What follows belongs to an exercise in optimizing a design on an open flow for small area, a short achievable clock period and few clock cycles per item; a production flow would make more cautious choices.
Power is estimated from default activity; no workload was simulated.

== the baseline ==
==> flow/design.v (excerpt) <==
module sig_16_hw #(parameter K=16,DWIDTH=32,EXPONENT_WIDTH=8, BIAS=8'd127)(input [DWIDTH-1:0] x_in,input clk,start,rst,output reg valid, output reg [DWIDTH-1:0] y_out);
==> module sig_16_hw, before the edit <==
module sig_16_hw #(parameter K=16,DWIDTH=32,EXPONENT_WIDTH=8, BIAS=8'd127)(input [DWIDTH-1:0] x_in,input clk,start,rst,output reg valid, output reg [DWIDTH-1:0] y_out);
function ge;
	input [30:0] a, t;
	integer i;
	begin
		ge = 1'b1;
		for (i = 0; i < 31; i = i + 1)
			ge = t[i] ? (a[i] & ge) : (a[i] | ge);
	end
endfunction
wire        s = x_in[31];
wire [30:0] a = x_in[30:0];				 
wire nan = ~ge(31'h7f800000, a);			 
wire sat = ge(a, 31'h40a00000);				 
wire zs  = a[30:23] == 8'd0;				 
reg [3:0] idx;
always @(*)
begin
	if      (ge(a, 31'h40918000)) idx = 4'd15;	 
	else if (ge(a, 31'h4085c000)) idx = 4'd14;	 
	else if (ge(a, 31'h40768000)) idx = 4'd13;	 
	else if (ge(a, 31'h40628000)) idx = 4'd12;	 
	else if (ge(a, 31'h404f0000)) idx = 4'd11;	 
	else if (ge(a, 31'h403b8000)) idx = 4'd10;	 
	else if (ge(a, 31'h40288000)) idx = 4'd9;	 
	else if (ge(a, 31'h40158000)) idx = 4'd8;	 
	else if (ge(a, 31'h40030000)) idx = 4'd7;	 
	else if (ge(a, 31'h3fe00000)) idx = 4'd6;	 
	else if (ge(a, 31'h3fbb0000)) idx = 4'd5;	 
	else if (ge(a, 31'h3f950000)) idx = 4'd4;	 
	else if (ge(a, 31'h3f600000)) idx = 4'd3;	 
	else if (ge(a, 31'h3f140000)) idx = 4'd2;	 
	else if (ge(a, 31'h3e940000)) idx = 4'd1;	 
	else                        idx = 4'd0;
end
wire [1:0] cls = nan ? 2'd3 : sat ? 2'd2 : zs ? 2'd1 : 2'd0;
reg [3:0] idx_q;
reg [1:0] cls_q;
always @(posedge clk)
begin
	idx_q <= idx;
	cls_q <= cls;
	if (rst)
		valid <= 1'b0;
	else
		valid <= start;
end
reg [31:0] pos, neg;
always @(*)
begin
	case (idx_q)
	4'd0: begin pos = 32'h3f0954ae; neg = 32'h3eed56a4; end
	4'd1: begin pos = 32'h3f1b9919; neg = 32'h3ec8cdce; end
	4'd2: begin pos = 32'h3f2cc04d; neg = 32'h3ea67f66; end
	4'd3: begin pos = 32'h3f3c3e29; neg = 32'h3e8783ae; end
	4'd4: begin pos = 32'h3f49c160; neg = 32'h3e58fa80; end
	4'd5: begin pos = 32'h3f553144; neg = 32'h3e2b3af0; end
	4'd6: begin pos = 32'h3f5ea1f0; neg = 32'h3e057840; end
	4'd7: begin pos = 32'h3f6643c9; neg = 32'h3dcde1b8; end
	4'd8: begin pos = 32'h3f6c54be; neg = 32'h3d9d5a10; end
	4'd9: begin pos = 32'h3f711600; neg = 32'h3d6ea000; end
	4'd10: begin pos = 32'h3f74c578; neg = 32'h3d33a880; end
	4'd11: begin pos = 32'h3f779b0a; neg = 32'h3d064f60; end
	4'd12: begin pos = 32'h3f79c7a9; neg = 32'h3cc70ae0; end
	4'd13: begin pos = 32'h3f7b7531; neg = 32'h3c9159e0; end
	4'd14: begin pos = 32'h3f7cc688; neg = 32'h3c4e5e00; end
	4'd15: begin pos = 32'h3f7dd76c; neg = 32'h3c0a2500; end
	endcase
end
always @(*)
begin
	case (cls_q)
	2'd3:    y_out = 32'h7fc00000;
	2'd2:    y_out = s ? 32'h00000000 : 32'h3f800000;
	2'd1:    y_out = 32'h3f000000;
	default: y_out = s ? neg : pos;
	endcase
end
endmodule
clock: 10.0 ns
lec_check: 0
abc_area: 1
cap_margin: 20
core_margin: 2
core_utilization: 40
place_density: 0.6
slew_margin: 20
standard.sh (not shown) runs the stock make flow with config.mk's settings and CLKGATE_MAP_FILE= SYNTH_SCRIPT=/design/flow/synth_recipe.tcl, a recipe that flattens the netlist after the stock synthesis.
==> flow/flow/run.sh <==
#!/bin/bash
# The standard layout, with the smallest buffer on the ports instead of
# the delay buffer buffer_ports would pick by itself.
set -euo pipefail
export BUFFER_PORTS_ARGS="-buffer_cell sky130_fd_sc_hd__buf_1"
bash standard.sh > standard.log 2>&1
diff inputs: the baseline => the candidate
diff --git a/flow/design.v b/flow/design.v
--- a/flow/design.v
+++ b/flow/design.v
@@ -34,14 +34,16 @@
 	else                        idx = 4'd0;
 end
 wire [1:0] cls = nan ? 2'd3 : sat ? 2'd2 : zs ? 2'd1 : 2'd0;
 reg [3:0] idx_q;
 reg [1:0] cls_q;
+reg       s_q;
 always @(posedge clk)
 begin
 	idx_q <= idx;
 	cls_q <= cls;
+	s_q   <= s;
 	if (rst)
 		valid <= 1'b0;
 	else
 		valid <= start;
 end
@@ -69,11 +71,11 @@
 end
 always @(*)
 begin
 	case (cls_q)
 	2'd3:    y_out = 32'h7fc00000;
-	2'd2:    y_out = s ? 32'h00000000 : 32'h3f800000;
+	2'd2:    y_out = s_q ? 32'h00000000 : 32'h3f800000;
 	2'd1:    y_out = 32'h3f000000;
-	default: y_out = s ? neg : pos;
+	default: y_out = s_q ? neg : pos;
 	endcase
 end
 endmodule
### Flow results
Die width: the candidate vs the baseline down 0.49 um
Combinational power is higher on the baseline
Every stage of the flow completed for the candidate, and the final layout passed the timing, DRC and antenna checks.
Changes observed in the candidate relative to the baseline: largest fanout on the critical path up 11; adder and majority cell fraction of the synthesized area did not really move; overall via count from detail_route increased by 14 relative to the old numbers; data arrival time of the critical path decreased 1.28 ns; internal portion of total power rose by about 1.4%.
Function was not checked in any run of this note: the RTL went through the layout flow alone.

-- port drivers added, routing unchanged --
The flow's constraints put no driver on any port. The routed layouts listed below were extracted and timed again, unchanged, in two steps. Step 1 assumes that a clkbuf_16 drives the clock port and a buf_2 every other input. Step 2, shift: input delay + t, output delay - t, t = (earliest + latest rising clock arrival at the registers) / 2. This alone moves slack from input paths to output paths. a / b / c = ideal / step 1 / step 2; a / b = the first two.
| run | shift t [ns] | setup slack, ns | clock arrival spread, ns |
|---|---|---|---|
| the baseline | 0.246 | 4.007 / 3.978 / 3.978 | 0.003 / 0.003 |
| the candidate | 0.247 | 5.286 / 5.260 / 5.507 | 0.000 / 0.000 |
After both steps setup and hold are still met in every run listed. The setup slack of the baseline, which loses most, moves by -0.029 ns with the drivers and by -0.029 ns with both steps.
